This is an optimization exercise on Yosys and OpenROAD, whose aim is small area, not a production implementation. Only simulation tests tie the RTL to the original design; equivalence was not proved. Power figures rest on the tool's default switching activity, not on a simulated workload. The flow treats the clock pin as an ideal source, which a real chip does not have.

==> flow/design.v, too long to show whole: its modules and the start of the top module <==
// module mul_s0: 615 lines
// module mul_s1: 583 lines
// module mul_s2: 583 lines
// module fa_cell: 4 lines
// module ha_cell: 4 lines
// module mult_mem_top: 114 lines
// module mux2: 9 lines
module mult_mem_top (
    input  logic        clk,
    input  logic        rst,
    input  logic        EN_mult,
    input  logic        EN_blockRead,
    input  logic [15:0] mult_input0,
    input  logic [15:0] mult_input1,
    output logic        RDY_mult,
    output logic        VALID_memVal,
    output logic [31:0] memVal_data
);
  // ...
==> flow/flow/run.sh <==
#!/bin/bash
# The standard layout (standard.sh), with two changes: clock tree synthesis
# adds no dummy loads, and the port buffers are the smallest buffer cell
# (the resizer still sizes them up where timing or slew needs it).
# All tool output goes to standard.log in the work folder; ORFS also keeps
# each step's own log under orfs/logs/.
set -euo pipefail
export CTS_ARGS="-sink_clustering_enable -repair_clock_nets -dont_use_dummy_load -sink_clustering_size 30 -sink_clustering_max_diameter 100"
export BUFFER_PORTS_ARGS="-buffer_cell sky130_fd_sc_hd__buf_1"
bash standard.sh finish > standard.log 2>&1
==> flow/standard.sh <==
#!/bin/bash
# synth_recipe.tcl (not shown) runs the flow's synth.tcl, then flattens the netlist and writes it again
# the make line also repeats each setting of config.mk as NAME=value (left out here)
make -C /OpenROAD-flow-scripts/flow DESIGN_CONFIG=/design/flow/config.mk WORK_HOME=/design/flow/orfs CLKGATE_MAP_FILE= SYNTH_SCRIPT=/design/flow/synth_recipe.tcl "${@:-finish}"
==> flow/config.mk <==
export PLATFORM = sky130hd
export DESIGN_NAME = mult_mem_top
export DESIGN_NICKNAME = mult_mem_top
export VERILOG_FILES = /design/flow/design.v
export SDC_FILE = /design/flow/constraint.sdc
export NUM_CORES = 4
export LEC_CHECK = 0
export CAP_MARGIN = 0
export CORE_MARGIN = 2
export CORE_UTILIZATION = 65
export CTS_CLUSTER_DIAMETER = 100
export CTS_CLUSTER_SIZE = 30
export SLEW_MARGIN = 0
export SYNTH_HIERARCHICAL = 1
export SYNTH_MINIMUM_KEEP_SIZE = 0
==> flow/constraint.sdc <==
create_clock -name core_clock -period 4.5 [get_ports {clk}]
set_input_delay 0.9000 -clock core_clock [delete_from_list [all_inputs] [get_ports {clk}]]
set_output_delay 0.9000 -clock core_clock [all_outputs]
set_load 0.01 [all_outputs]
==> impl_results.md, run 1 <==
- Status: timing/DRC/antenna clean
- Met1 global-route usage: 0.302
- Worst stage delay on the critical path: 550 ps
- Largest net degree at the start of global routing: 130
- Final worst-path setup slack: 212 ps
- Fin crit share: 0.953
- Detailed Route WL: 89400 um
- Critical path capture point type: register
- Number of tapcells: 1080
- Global-route usage over all layers: 0.211
- First DRT Iteration DRCs: approximately 1400
- Simple logic cell fraction of the synthesized area: 0.0335
- Most frequent cells in the layout: 2093 x dfxtp_1, 316 x a22o_1, 280 x nand2_1, 175 x fa_1, 128 x a22oi_1
- FF-to-FF setup slack: 210 ps
- Die height: between 200 and 300 um
- Total number of vias: 24900
- HPWL after DPL: 56800 um
- Leading cell kind: flip-flops and latches
- WP buf/inv: 1
- Peak VDD IR: slightly above 500 uV
- Combinational share of power: 0.333
- Clock power frac: 0.182
- Fin util: 0.701
- Seq/Total Area, Yosys: 0.776
- Clock-pin transition on the worst setup and hold timing paths: 110 ps
- Slew of the pin with the lowest slew margin: 960 ps
- Final hold violations: 0
- Critical Path Source: m[62]
- Internal power: 31.3 mW
- Design area: 58400 um^2
- Worst hold path cell count: 0
- Count leader, synth: dfxtp_1
- Seq group: 22.0 mW
- Clock Power: slightly above 8 mW
==> inputs of run 2 (changes only) <==
--- a/flow/config.mk
+++ b/flow/config.mk
@@ -7,7 +7,7 @@
 export LEC_CHECK = 0
 export CAP_MARGIN = 0
 export CORE_MARGIN = 2
-export CORE_UTILIZATION = 65
+export CORE_UTILIZATION = 72
 export CTS_CLUSTER_DIAMETER = 100
 export CTS_CLUSTER_SIZE = 30
 export SLEW_MARGIN = 0
==> impl_results.md, run 2 <==
- Clk buf depth: 3
- Net switching power: 14.6 mW
- HPWL after DPL: 57600 um (+1.4%)
- Commonest non-fill, non-tap cell in the layout: dfxtp_1
- Fin crit share: 0.963 (+0.0106)
- Largest regs: m (2048), a0 (16), a1 (16)
- ANT nets after route: 0
- Gpl congestion: ~0.9
- Min cycle time layout: ~4300 ps
- Yosys warning count: 7
- Fmax achieved: 231 MHz
- Clk latency of the worst-skew pair: roughly 660 ps
- Critical path capture point type: register
- PwrDens: 788 nW/um^2
- Initial core utilization: 0.729
- CP delay by family, top: adder cells
- Row Count: 100
- CP arrival: 4860 ps
- Final Slew Violations: 0
- Synth Register Bits: between 2000 and 2500
- CTS sink cnt: 2104
- Core ar.: between 70000 and 80000 um^2
- Die area: between 70000 and 80000 um^2
- DRC: 0
- Layout cells sized above 1: 0.0618
- Seq/Total Area, Yosys: 0.776 (unchanged)
- Post-synth ARST share: 0
- Final setup fails: 0
- Status: timing/DRC/antenna clean
- Detailed Route WL: 95300 um (+6.6%)
- H-Tree Depth: 3
- Combinational share of power: 0.334 (about the same)
- Die height: 279 um (-4.9%)
- Final hold violations: 0 (unchanged)
- Reg-to-reg startpoint: m[62]
- Critical path's most frequent cell: fa_1
- Worst path slowest cell: fa_1
- CP Data Required Time: 5020 ps
- Placed cells: 4547
- Slew headroom: 0.246
- Clock-pin transition on the worst setup and hold timing paths: 110 ps (about the same)
- Worst path cell trace: buf_4 -> nand2_1 -> fa_1 -> fa_1 -> fa_1 -> ha_1 -> a21o_1 -> or2_1 -> a31oi_1 -> buf_4 -> o21ai_0 -> ha_1 -> nor2_1 -> xor2_1 -> a22o_1
- Top reg by flops: m
- WP buf/inv: 2 (+1)
- Leakage power total: ~23 nW
- Non-filler cells, final: 4628
- Synth Instances: about 3500
- Nets@finish: 3978
- CTS tree: yes
- Most frequent cells after synthesis: 2094 x dfxtp_1, 316 x a22o_1, 284 x nand2_1
- Peak VDD IR: 1040 uV (+99%)
- Overflow after GRT: 0
- Routed WL per cell: 20.6 um
- Count leader, synth: dfxtp_1
- Postcts setup bufs: 0
- First DRT Iteration DRCs: 1677 (+22%)
- Tightest Hold Check Type: register to register
- Synth cell types: 50
- Fin util: 0.778 (+0.0777)
- Most common flop cell mapped by yosys: dfxtp_1
- Slew of the pin with the lowest slew margin: 1130 ps (+171 ps)
- PortBufs: just under 70
- CP startpoint kind: register
- Sw Ratio: 0.318
- Critical Path Source: m[62]
- Max cap viols: 0
- Post-synth EDFFs: 10
- Min-delay src: m[311]
- First-pass GRT wire length: between 150000 and 200000 um
- P&R area growth vs syn: 6.81%
- Clock skew: 59.8 ps
- Vias in the first global route: 27200
- Clk Tree Root Cell: clkbuf_16
- Internal power: 31.2 mW (-0.20%)
- Crit path kind: register to register
- Mapped Avg Cell Area: roughly 15 um^2
- Chip width: about 280 um
- CP Max Fanout: 17
- Sequential power share: 0.484
- Largest cells by area after synthesis: dfxtp_1 77%, fa_1 6.6%, a22o_1 5.1%
- Largest net degree at the start of global routing: 186 (+43%)
- Worst Hold Slack: 279 ps
- Most frequent cells in the layout: 2090 x dfxtp_1, 316 x a22o_1, 280 x nand2_1, 175 x fa_1, 128 x a22oi_1
- Max reg flops: 2048
- Initial antenna violation count: 1
- Via density per instance: between 5 and 6
- Post-Place Setup Slack: -231 ps
- Total number of vias: 25300 (+1.5%)
- Synthesized area: 54400 um^2
- Dominant cell type by area after synthesis: dfxtp_1
- Clock power frac: 0.181 (about the same)
- Final worst-path setup slack: 165 ps (-47.7 ps)
- Synth top area share: 0.770
- Worst stage delay on the critical path: 520 ps (-30 ps)
- Setup TNS Final: 0 ps
- CTS buffer count: 80
- Global-route usage over all layers: 0.249 (+0.0382)
- Drt pass-1 iters: 5
- # IOs: 70
==> run 2: metal layers <==
metal  track usage  share of wire  up-vias
met5             0              0        -
met4        0.0715          0.026        0
met3        0.0326          0.038      145
met2         0.427           0.49      498
met1         0.337           0.44    12700
li1              -              -    12000
==> run 2: what timing repair did <==
| item | CTS | global route |
|---|---|---|
| hold buffers | 0 | 0 |
| resized for setup | 0 | 6 |
| endpoints found under the setup margin | 0 | 6 |
==> run 2: worst paths after layout <==
| check | endpoint | slack [ps] | cells past startpoint |
|---|---|---|---|
| worst max-delay path | m[90] | 160 | 15 |
| worst min register to register | m[343] | 280 | 0 |
| worst max register to register | m[90] | 160 | 15 |
| worst min-delay path | m[343] | 280 | 0 |
==> run 2: through the flow <==
step	cell area [um^2]	power, mW
after floorplan	54800	36.9
after global placement	56100	36.9
after detailed placement	56100	37.5
after CTS	58100	45.8
after global routing	58100	48.7
final	58100	45.8
==> run 2: logic make-up (layout without fill, tap and decap cells) <==
logic type	after synthesis	in the layout	synth area share
XOR/XNOR	34	34	0.00547
AO/OA/AOI/OAI	525	525	0.0791
other	3	14	0.000207
flip-flops	2104	2104	0.776
AND/OR/NAND/NOR	424	424	0.0335
buffers and inverters	168	276	0.0166
adder cells (fa/ha/maj)	282	282	0.0896
==> run 2: power by group through the flow <==
stage               clock network, mW  registers [mW]  logic, mW
floorplan                           0            22.0       14.9
global placement                    0            22.4       14.5
detailed placement                  0            22.5       15.0
CTS                              8.44            22.2       15.2
global route                     9.06            22.4       17.3
finish                           8.30            22.2       15.3
==> run 2: area by class of cell <==
class / count / area [um^2]
sequential: 2104 / 42200
fill: 4098 / 16500
multi-input combinational: 1278 / 11500
clock buffer: 80 / 2000
tap: 969 / 1210
timing repair buffer: 157 / 1040
inverter: 39 / 158
antenna: 1 / 2.50
==> run 2: modules after synthesis, one instance, submodules excluded <==
module	cells	area, um^2	times used	flops+latches
ha_cell	1	12.5	60	0
mux2	1	8.76	315	0
mult_mem_top	2376	44100	1	2104
mul_s1	195	1060	1	0
mul_s2	206	1090	1	0
mul_s0	208	1090	1	0
fa_cell	1	20.0	180	0
==> inputs of run 3 (changes only) <==
--- a/flow/flow/run.sh
+++ b/flow/flow/run.sh
@@ -5,6 +5,6 @@
 # All tool output goes to standard.log in the work folder; ORFS also keeps
 # each step's own log under orfs/logs/.
 set -euo pipefail
-export CTS_ARGS="-sink_clustering_enable -repair_clock_nets -dont_use_dummy_load -sink_clustering_size 30 -sink_clustering_max_diameter 100"
+export CTS_ARGS="-sink_clustering_enable -repair_clock_nets -dont_use_dummy_load -sink_clustering_size 34 -sink_clustering_max_diameter 100"
 export BUFFER_PORTS_ARGS="-buffer_cell sky130_fd_sc_hd__buf_1"
 bash standard.sh finish > standard.log 2>&1
==> impl_results.md, run 3 <==
- Status: timing/DRC/antenna clean
- CP Data Required Time: 5010 ps (about the same)
- Core ar.: 74700 um^2 (unchanged)
- Post-Place Setup Slack: -231 ps (unchanged)
- Worst stage delay on the critical path: 520 ps (about the same)
- Total Power: 45.5 mW (-0.64%)
- Max cap viols: 0 (unchanged)
- Nets@finish: 3971 (-0.18%)
- P&R area growth vs syn: 6.51%
- Slew of the pin with the lowest slew margin: 1080 ps (-47.2 ps)
- Worst path cell trace: buf_6 -> nand2_1 -> fa_1 -> fa_1 -> fa_1 -> ha_1 -> a21o_1 -> or2_1 -> a31oi_1 -> buf_4 -> o21ai_0 -> ha_1 -> inv_1 -> a22o_1
- Row Count: 100 (unchanged)
- CTS sink cnt: 2104 (unchanged)
- Final hold violations: 0 (unchanged)
- Complex-gate fraction of the synthesized area: 0.0791 (unchanged)
- Commonest non-fill, non-tap cell in the layout: dfxtp_1
- Most common flop cell mapped by yosys: dfxtp_1
- Mapped Avg Cell Area: 15.4 um^2 (unchanged)
- Clk buf depth: 3 (unchanged)
- Design area: 58000 um^2 (-0.28%)
- Min cycle time layout: 4300 ps (-31.5 ps)
- Detailed Route WL: 94400 um (-0.97%)
- CP Max Fanout: 17 (unchanged)
- Chip width: 279 um (unchanged)
- Global-route usage over all layers: 0.248 (-0.00165)
- First-pass GRT wire length: 151000 um (-0.26%)
- PwrDens: 785 nW/um^2 (-0.35%)
- Synth Register Bits: 2104 (unchanged)
- Overflow after GRT: 0 (unchanged)
- Leakage power total: 22.9 nW (-0.37%)
- Seq/Total Area, Yosys: 0.776 (unchanged)
- Synth top area share: 0.770 (unchanged)
- Clk Tree Root Cell: clkbuf_16
- H-Tree Depth: 3 (unchanged)
- Layout cells sized above 1: 0.0605 (-0.00125)
- Xor/xnor cell area share of the yosys netlist: 0.00547 (unchanged)
- Drt pass-1 iters: 5 (unchanged)
- Postcts setup bufs: 0 (unchanged)
- DRC: 0 (unchanged)
- Most frequent cells after synthesis: 2094 x dfxtp_1, 316 x a22o_1, 284 x nand2_1
- Initial core utilization: 0.729 (unchanged)
- Die area: 77800 um^2 (unchanged)
- CTS tree: yes
- Worst path slowest cell: fa_1
- Die height: 279 um (unchanged)
- Via density per instance: 5.48 (+0.13%)
- Max reg flops: 2048 (unchanged)
- Initial antenna violation count: 1 (unchanged)
- Gpl congestion: 0.887 (unchanged)
- Final setup fails: 0 (unchanged)
- CTS buffer count: 73 (-8.8%)
- Adder-Cell Fraction of Synth Area: 0.0896 (unchanged)
- Total number of vias: 25300 (-0.039%)
- Fin crit share: 0.956 (-0.00700)
- PortBufs: 69 (unchanged)
- Clock skew: 97.1 ps (+37.2 ps)
- Vias in the first global route: 27100 (-0.34%)
- Largest regs: m (2048), a0 (16), a1 (16)
- Largest net degree at the start of global routing: 186 (unchanged)
- Most frequent cells in the layout: 2090 x dfxtp_1, 316 x a22o_1, 280 x nand2_1, 175 x fa_1, 128 x a22oi_1
- Post-synth EDFFs: 10 (unchanged)
- ANT nets after route: 0 (unchanged)
- Largest family of logic cells by synthesized area: adder cells
- Count leader, synth: dfxtp_1
- Clk latency of the worst-skew pair: 670 ps (about the same)
- Ant diodes: 0 (-1)
- Fin util: 0.776 (-0.00221)
- Final worst-path setup slack: 196 ps (+31.5 ps)
- Top reg by flops: m
- Cell Area, Placed: 56100 um^2 (unchanged)
- Routed WL per cell: 20.4 um (-0.80%)
- HPWL after DPL: 57600 um (unchanged)
- Largest cells by area after synthesis: dfxtp_1 77%, fa_1 6.6%, a22o_1 5.1%
- CP startpoint kind: register
- Critical path capture point type: register
- Critical path's most frequent cell: fa_1
- Synth cell types: 50 (unchanged)
- # IOs: 70 (unchanged)
- Tightest Hold Check Type: register to register
- Peak VDD IR: 1030 uV (about the same)
- Clock-pin transition on the worst setup and hold timing paths: 110 ps (about the same)
- Simple logic cell fraction of the synthesized area: 0.0335 (unchanged)
- First DRT Iteration DRCs: 1477 (-12%)
- CP arrival: 4810 ps (-50 ps)
- Multiplexer share of the synthesized area: 0 (unchanged)
- Fmax achieved: 232 MHz (+0.73%)
- Slew headroom: 0.278 (+0.0314)
- Synth Instances: 3540 (unchanged)
- Post-synth ARST share: 0 (unchanged)
- Fillcell total: 4165 (+1.6%)
- Crit path kind: register to register
- Setup TNS Final: 0 ps (unchanged)
- Yosys warning count: 7 (unchanged)
- Final Slew Violations: 0 (unchanged)
- Synthesized area: 54400 um^2 (unchanged)
- Dominant cell type by area after synthesis: dfxtp_1
## run 3: changes by cell type in the layout (fill, tap and decap cells not counted), sizes merged
cell    before  now
clkbuf      80   73
diode        1    0
## run 3: logic make-up (layout without fill, tap and decap cells)
kind of cell / Yosys count / after routing
buffers and inverters: 168 / 269
other: 3 / 13
AOI/OAI and AO/OA: 525 / 525
xor gates and xnor gates: 34 / 34
and+or+nand+nor: 424 / 424
DFF: 2104 / 2104
adders and majority gates: 282 / 282
## run 3: power breakdown
part	switching [mW]	internal (mW)	total (mW)	leakage (nW)
clock network	5.05	2.96	8.01	0.900
registers	1.12	21.1	22.2	17.1
logic	8.34	6.99	15.3	4.87
## run 3: layout make-up
type | count | area (um^2) | share of cell area
Tap cell | 969 | 1210 | 0.0209
Clock buffer | 73 | 1830 | 0.0315
Inverter | 39 | 158 | 0.00272
Multi-Input combinational cell | 1278 | 11500 | 0.199
Sequential cell | 2104 | 42200 | 0.728
Timing Repair Buffer | 157 | 1050 | 0.0181
## run 3: through the flow
stage	cells	hold WS, ps
after floorplan	3550	310
after global placement	4547	310
after detailed placement	4547	312
after CTS	4620	277
after global routing	4620	271
final	4620	273
## run 3: modules after synthesis, one instance, submodules excluded, a selection
module	copies in the design	area (um^2)	flops+latches	cells
mul_s0	1	1090	0	208
mul_s2	1	1090	0	206
fa_cell	180	20.0	0	1
ha_cell	60	12.5	0	1
mux2	315	8.76	0	1
mult_mem_top	1	44100	2104	2376
## run 3: layer usage
layer | wire length [um] | track usage | part of all wire | vias up
li1 | - | - | - | 11900
met1 | 42500 | 0.338 | 0.45 | 12700
met2 | 46300 | 0.423 | 0.49 | 514
met3 | 3300 | 0.0320 | 0.035 | 149
met4 | 2230 | 0.0647 | 0.024 | 2
met5 | 13 | 0 | 0.00014 | -
## run 3: path summary, 6_finish.rpt
kind	startpoint	end	slack (ps)	cells past startpoint
setup / recovery	m[62]	m[89]	200	14
hold / removal	m[419]	m[451]	270	0
setup reg to reg	m[62]	m[89]	200	14
hold reg to reg	m[419]	m[451]	270	0
## run 3: worst max-delay path, delay by kind of cell (launching register included)
kind,cells,cell delay [ps]
adder cells (fa/ha/maj),5,2240
buffers and inverters,3,410
AO/OA/AOI/OAI,4,740
flip-flops,1,380
AND/OR/NAND/NOR,2,380
## run 3: what timing repair did
action	4_1_cts	5_1_grt
hold buffers	0	0
endpoints found under the setup margin	0	7
gates resized for setup	0	10
==> inputs of run 4 (changes only) <==
--- a/flow/config.mk
+++ b/flow/config.mk
@@ -9,7 +9,8 @@
 export CORE_MARGIN = 2
 export CORE_UTILIZATION = 72
 export CTS_CLUSTER_DIAMETER = 100
-export CTS_CLUSTER_SIZE = 30
+export CTS_CLUSTER_SIZE = 34
+export GPL_TIMING_DRIVEN = 0
 export SLEW_MARGIN = 0
 export SYNTH_HIERARCHICAL = 1
 export SYNTH_MINIMUM_KEEP_SIZE = 0
==> impl_results.md, run 4 <==
- Most common flop cell mapped by yosys: dfxtp_1
- Max reg flops: 2048 (unchanged)
- Slew of the pin with the lowest slew margin: 1350 ps (+267 ps)
- Clk Tree Root Cell: clkbuf_16
- Crit path kind: register to register
- RSZ-0062 raised after global routing: true
- Chip width: 279 um (unchanged)
- Post-synth EDFFs: 10 (unchanged)
- Total Power: 50.7 mW (+11%)
- Mapped Avg Cell Area: 15.4 um^2 (unchanged)
- Yosys warning count: 7 (unchanged)
- Routed WL per cell: 21.5 um (+5.1%)
- PortBufs: 63 (-8.7%)
- Synth Instances: 3540 (unchanged)
- Via density per instance: 5.51 (+0.51%)
- H-Tree Depth: 3 (unchanged)
- Gpl congestion: 0.896 (+0.96%)
- CTS tree: yes
- Met2 WL post-DR: 49900 um (+7.7%)
- Largest regs: m (2048), a0 (16), a1 (16)
- Nets@finish: 4010 (+0.98%)
- CTS buffer count: 71 (-2.7%)
- Vias in the first global route: 27400 (+0.97%)
- Min cycle time layout: 4390 ps (+89.1 ps)
- Post-synth ARST share: 0 (unchanged)
- Wire length on met3: 3630 um (+10%)
- Worst Hold Slack: 300 ps (+27.0 ps)
- HPWL after DPL: 61600 um (+6.9%)
- PwrDens: 866 nW/um^2 (+10%)
- P&R area growth vs syn: 7.54%
- Largest cells by area after synthesis: dfxtp_1 77%, fa_1 6.6%, a22o_1 5.1%
- Final setup fails: 0 (unchanged)
- First DRT Iteration DRCs: 1646 (+11%)
- Detailed Route WL: 100000 um (+6.0%)
- Clk buf depth: 3 (unchanged)
- Slew headroom: 0.0986 (-0.179)
- Met1 WL: 43900 um (+3.2%)
- Critical Path Source: m[22]
- Count leader, synth: dfxtp_1
- Setup TNS Final: 0 ps (unchanged)
- Synth cell types: 50 (unchanged)
- Clock-pin transition on the worst setup and hold timing paths: 120 ps (about the same)
- Max cap viols: 0 (unchanged)
- CTS sink cnt: 2104 (unchanged)
- Drt pass-1 iters: 5 (unchanged)
- Final hold violations: 0 (unchanged)
- Global-route usage over all layers: 0.261 (+0.0135)
- Critical path capture point type: register
- CP Max Fanout: 10 (-7)
- Status: timing/DRC/antenna clean
- DRC: 0 (unchanged)
- Seq/Total Area, Yosys: 0.776 (unchanged)
- Core ar.: 74700 um^2 (unchanged)
- CP startpoint kind: register
- Tightest Hold Check Type: register to register
- # IOs: 70 (unchanged)
- Largest net degree at the start of global routing: 127 (-32%)
- Leakage power total: 23.0 nW (+0.79%)
- Highest routed metal layer: met4
- Fin util: 0.784 (+0.00750)
- Reg-to-reg startpoint: m[22]
- Commonest non-fill, non-tap cell in the layout: dfxtp_1
- Overflow after GRT: 0 (unchanged)
- ANT nets after route: 0 (unchanged)
- Clk latency of the worst-skew pair: 650 ps (-20 ps)
- Clock skew: 44.2 ps (-52.8 ps)
- Synth Register Bits: 2104 (unchanged)
- Fin crit share: 0.976 (+0.0198)
- Synth top area share: 0.770 (unchanged)
- Most frequent cells after synthesis: 2094 x dfxtp_1, 316 x a22o_1, 284 x nand2_1
- CP Data Required Time: 5020 ps (about the same)
- Most frequent cells in the layout: 2085 x dfxtp_1, 316 x a22o_1, 280 x nand2_1, 171 x fa_1, 128 x a22oi_1
- Dominant cell type by area after synthesis: dfxtp_1
- Fmax achieved: 228 MHz (-2.0%)
- Min-delay src: m[570]
- Initial antenna violation count: 2 (+1)
- Layout cells sized above 1: 0.0732 (+0.0126)
- CP arrival: 4920 ps (+110 ps)
- Die area: 77800 um^2 (unchanged)
- Synthesized area: 54400 um^2 (unchanged)
- R2R cell count: 17 (+3)
- Final Slew Violations: 0 (unchanged)
- Initial core utilization: 0.729 (unchanged)
- Die height: 279 um (unchanged)
- First-pass GRT wire length: 157000 um (+4.0%)
- Total number of vias: 25700 (+1.4%)
- Row Count: 100 (unchanged)
- Fillcell total: 4001 (-3.9%)
- FF-to-FF setup slack: 110 ps (-90 ps)
- Peak VDD IR: 752 uV (-27%)
- Worst hold path cell count: 0 (unchanged)
- Top reg by flops: m
run 4: cell counts after synthesis:
No cell type changed its count.
run 4: worst paths after layout:
kind	to
max	m[57]
min	m[602]
max reg2reg	m[57]
min reg2reg	m[602]
run 4: final cells by class:
cell class	count	area (um^2)	share of cell area
clock buffer	71	1780	0.0303
buffer	124	1030	0.0175
tap	969	1210	0.0207
antenna	2	5.00	0.0000855
multi-input combinational	1278	11700	0.200
inverter	39	158	0.00269
sequential	2104	42200	0.722
timing repair buffer	73	432	0.00737
timing repair inverter	1	7.51	0.000128
run 4: repair_timing:
action,CTS,global route
gates resized for setup,79,37
pin swaps,8,22
buffers inserted,4,0
setup endpoints to repair,215,21
hold buffers,0,0
cloned,1,0
run 4: through the flow:
step	setup WS (ps)	cells	area, um^2
floorplan	-2200	3550	54800
global placement	-9230	4582	56200
detailed placement	-893	4587	56400
CTS	-33.9	4663	58400
global route	-38.3	4659	58500
finish	107	4661	58500
run 4: cell families (layout without fill, tap and decap cells):
group,Yosys count,count (layout),synth area share
and+or+nand+nor,424,424,0.0335
buffers and inverters,168,308,0.0166
AOI/OAI and AO/OA,525,525,0.0791
xor gates and xnor gates,34,34,0.00547
other,3,15,0.000207
DFF,2104,2104,0.776
adders and majority gates,282,282,0.0896
run 4: layer usage:
layer  global-route usage  vias up
li1                     -    12100
met1                0.350    12900
met2                0.455      582
met3               0.0286      137
met4               0.0740        0
met5                    0        -
run 4: per-module statistics from Yosys (local to each module, per instance):
| module | area [um^2] | cells inside | copies in the design | flip-flops and latches |
|---|---|---|---|---|
| mux2 | 8.76 | 1 | 315 | 0 |
| mul_s1 | 1060 | 195 | 1 | 0 |
| ha_cell | 12.5 | 1 | 60 | 0 |
| mul_s0 | 1090 | 208 | 1 | 0 |
| mult_mem_top | 44100 | 2376 | 1 | 2104 |
| mul_s2 | 1090 | 206 | 1 | 0 |
| fa_cell | 20.0 | 1 | 180 | 0 |
run 4: power by group:
part	internal (mW)	switching, mW	leakage [nW]	total (mW)
Combinational	10.9	9.75	5.07	20.6
Clock	2.89	5.02	0.875	7.91
Sequential	21.1	1.10	17.1	22.2
run 4: critical path, cell delays in order, from the launching register on:
cell,delay [ps]
dfxtp_2,380
clkbuf_8,190
clkbuf_8,180
nand2_1,80
fa_1,500
fa_1,580
fa_1,460
ha_4,260
a211oi_2,260
o21ai_1,120
a22oi_2,220
o21ai_4,110
a31o_2,260
ha_1,180
nor2_1,120
xnor2_1,70
buf_4,120
a22o_1,200
==> inputs of run 5 (changes only) <==
--- a/flow/config.mk
+++ b/flow/config.mk
@@ -5,12 +5,12 @@
 export SDC_FILE = /design/flow/constraint.sdc
 export NUM_CORES = 4
 export LEC_CHECK = 0
+export ABC_AREA = 1
 export CAP_MARGIN = 0
 export CORE_MARGIN = 2
 export CORE_UTILIZATION = 72
 export CTS_CLUSTER_DIAMETER = 100
 export CTS_CLUSTER_SIZE = 34
-export GPL_TIMING_DRIVEN = 0
 export SLEW_MARGIN = 0
 export SYNTH_HIERARCHICAL = 1
 export SYNTH_MINIMUM_KEEP_SIZE = 0
==> impl_results.md, run 5 <==
- Total number of vias: 26700 (+4.0%)
- CTS tree: yes
- Most common flop cell mapped by yosys: dfxtp_1
- Fillcell total: 4752 (+19%)
- Tightest Hold Check Type: register to register
- Synth cell types: 36 (-28%)
- HPWL after DPL: 53300 um (-13%)
- Post-CTS sizing: 0 (-100%)
- Core ar.: 76200 um^2 (+2.0%)
- Ant diodes: 0 (-2)
- Initial antenna violation count: 0 (-2)
- Worst path cell trace: nand2_1 -> fa_1 -> fa_1 -> fa_1 -> ha_1 -> nand2_1 -> nand2_1 -> a21oi_2 -> nand2_4 -> nand2_2 -> nand2_2 -> nand2_1 -> nand2_1 -> ha_1 -> nor2_1 -> xor2_1 -> nand2_1 -> nand2_1
- Synth top area share: 0.753 (-0.0170)
- Seq/Total Area, Yosys: 0.758 (-0.0172)
- Leakage power total: 25.1 nW (+8.8%)
- PwrDens: 739 nW/um^2 (-15%)
- Clk Tree Root Cell: clkbuf_16
- Final hold violations: 0 (unchanged)
- CP Max Fanout: 13 (+3)
- P&R area growth vs syn: 5.61%
- Routed WL per cell: 15.2 um (-29%)
- Postcts setup bufs: 0 (-4)
- Count leader, synth: dfxtp_1
- Clock skew: 88.0 ps (+43.8 ps)
- Commonest non-fill, non-tap cell in the layout: dfxtp_1
- PortBufs: 69 (+9.5%)
- Overflow after GRT: 0 (unchanged)
- Layout cells sized above 1: 0.0374 (-0.0357)
- Critical path's most frequent cell: nand2_1
- CP arrival: 4590 ps (-330 ps)
- # IOs: 70 (unchanged)
- Gpl congestion: 0.849 (-5.3%)
- Fin crit share: 0.893 (-0.0833)
- Wire length on met3: 2470 um (-32%)
- Clock-pin transition on the worst setup and hold timing paths: 120 ps (about the same)
- RSZ-0062 raised after global routing: false
- Die area: 79600 um^2 (+2.2%)
- Most frequent cells after synthesis: 2094 x dfxtp_1, 1525 x nand2_1, 180 x fa_1
- WP buf/inv: 0 (-3)
- Row Count: 101 (+1.0%)
- Synth Register Bits: 2104 (unchanged)
- Final setup fails: 0 (unchanged)
- Yosys warning count: 7 (unchanged)
- Initial core utilization: 0.731 (+0.00178)
- Worst path slowest cell: dfxtp_1
- Cell Area, Placed: 57000 um^2 (+1.1%)
- Slew of the pin with the lowest slew margin: 1130 ps (-223 ps)
- H-Tree Depth: 3 (unchanged)
- ANT nets after route: 0 (unchanged)
- Highest routed metal layer: met4
- First-pass GRT wire length: 138000 um (-12%)
- Total Power: 43.5 mW (-14%)
- Top reg by flops: m
- Crit path kind: register to register
- First DRT Iteration DRCs: 1357 (-18%)
- Global-route usage over all layers: 0.217 (-0.0439)
- CTS sink cnt: 2104 (unchanged)
- Peak VDD IR: 605 uV (-19%)
- Post-synth ARST share: 0 (unchanged)
- Min cycle time layout: 4020 ps (-375 ps)
- Largest regs: m (2048), a0 (16), a1 (16)
- Multi-input logic area: 12300 um^2 (+5.6%)
- Detailed Route WL: 83700 um (-16%)
- Largest net degree at the start of global routing: 91 (-28%)
- CTS buffer count: 73 (+2.8%)
- Post-synth EDFFs: 10 (unchanged)
- CP Data Required Time: 5080 ps (+60 ps)
- Fmax achieved: 249 MHz (+9.3%)
- Most frequent cells in the layout: 2094 x dfxtp_1, 1525 x nand2_1, 180 x fa_1, 102 x ha_1, 96 x inv_1
- Mapped Avg Cell Area: 12.7 um^2 (-18%)
- Chip width: 282 um (+1.1%)
- Clk latency of the worst-skew pair: 640 ps (about the same)
- Vias in the first global route: 27300 (-0.40%)
- CP startpoint kind: register
- Status: timing/DRC/antenna clean
- Fin util: 0.772 (-0.0122)
- Synth Instances: 4393 (+24%)
- Final Slew Violations: 0 (unchanged)
- Met1 WL: 41100 um (-6.4%)
- Via density per instance: 4.86 (-12%)
- DRC: 0 (unchanged)
- Max reg flops: 2048 (unchanged)
- Slew headroom: 0.249 (+0.150)
- Critical path capture point type: register
- Worst stage delay on the critical path: 700 ps (+120 ps)
- Nets@finish: 4781 (+19%)
- Setup TNS Final: 0 ps (unchanged)
- CP delay by family, top: adder cells
- Synthesized area: 55700 um^2 (+2.3%)
- Register area: 42200 um^2 (about the same)
- Cts hold-fix bufs: 0 (unchanged)
- Drt pass-1 iters: 5 (unchanged)
- Design area: 58800 um^2 (+0.43%)
- Die height: 282 um (+1.1%)
- Met2 WL post-DR: 38500 um (-23%)
- Clk buf depth: 3 (unchanged)
- Dominant cell type by area after synthesis: dfxtp_1
- Max cap viols: 0 (unchanged)
- Largest cells by area after synthesis: dfxtp_1 75%, nand2_1 10%, fa_1 6.5%
## run 5: changes by cell type in the layout (fill, tap and decap cells not counted), sizes merged, moves of 23 or more
| cell | delta |
|---|---|
| a221oi | +64 |
| a22o | -316 |
| a22oi | -130 |
| buf | -41 |
| clkbuf | -43 |
| inv | +63 |
| nand2 | +1268 |
| nand4 | -36 |
| o21ai | -23 |
## run 5: cell families after synthesis
kind of cell | count (synthesis) | share of synthesized area
AND/OR/NAND/NOR | 1648 | 0.114
buffers and inverters | 230 | 0.0209
other | 3 | 0.000202
flip-flops | 2104 | 0.758
adder cells (fa/ha/maj) | 282 | 0.0877
AO/OA/AOI/OAI | 97 | 0.0140
XOR/XNOR | 29 | 0.00456
## run 5: metrics by stage
stage	hold WS (ps)	std cells	setup WS, ps
after floorplan	310	4403	24.4
after global placement	309	5418	99.1
after detailed placement	312	5418	54.4
after CTS	302	5491	490
after global routing	314	5491	173
final	298	5491	482
## run 5: path summary, 6_finish.rpt
kind                  to  slack (ps)   start  cells past startpoint
setup / recovery   m[57]         480   m[26]                     18
setup reg to reg   m[57]         480   m[26]                     18
hold reg to reg   m[838]         300  m[806]                      0
hold / removal    m[838]         300  m[806]                      0
## run 5: worst reg2reg max path, delay by kind of cell, from the launching register on
family	cells	cell delay, ps
AO/OA/AOI/OAI	1	190
XOR/XNOR	1	150
adder cells (fa/ha/maj)	5	2040
flip-flops	1	700
AND/OR/NAND/NOR	11	940
## run 5: cell type report
cell class	count	share of cell area
sequential	2104	0.718
timing repair buffer	111	0.0123
multi-input combinational	2069	0.210
tap	1030	0.0219
inverter	104	0.00677
clock buffer	73	0.0311
## run 5: power breakdown
part           switching, mW  internal, mW
sequential             0.870          21.1
clock                   4.93          2.96
combinational           7.95          5.64
## run 5: modules after synthesis (local to each module, per instance), a selection
module / area [um^2] / copies in the design / cells inside
mux2: 11.3 / 315 / 3
fa_cell: 20.0 / 180 / 1
mul_s1: 1110 / 1 / 215
mult_mem_top: 44400 / 1 / 2537
ha_cell: 12.5 / 60 / 1
mul_s2: 1150 / 1 / 228
## run 5: routing by layer
layer | track usage | vias up
met5 | 0 | -
met2 | 0.363 | 374
li1 | - | 13500
met4 | 0.0505 | 0
met1 | 0.306 | 12700
met3 | 0.0281 | 103

==> port drivers added, routing unchanged <==
No port has a modelled driver above. Below, the same layouts with a new extraction and two added sets of constraints. Step 1, drivers: a clkbuf_16 drives clk and a buf_2 each remaining input, both assumed. Step 2 moves the port delays by t, midway between the first and last clock arrival at a register: inputs arrive t later, outputs are due t later. That takes back most of the time a late clock gives input paths. Three values: no drivers, after step 1, after step 2; two values: the first two.
run	t (ns)	slack for setup (ns)	worst setup path at the end	pins driven straight from the clock port
run 1	0.694	0.212 / 0.212 / -0.221	input to register	1
run 2	0.704	0.165 / 0.165 / -0.236	input to register	1
run 3	0.688	0.196 / 0.196 / -0.250	input to register	1
run 4	0.701	0.107 / 0.107 / -0.442	input to register	1
run 5	0.667	0.482 / 0.482 / -0.002	input to register	1
Met with ideal ports but missed after step 2: setup timing in every run listed. The setup slack of run 4, which loses most, moves by 0.000 ns with the drivers and by -0.549 ns with both steps.
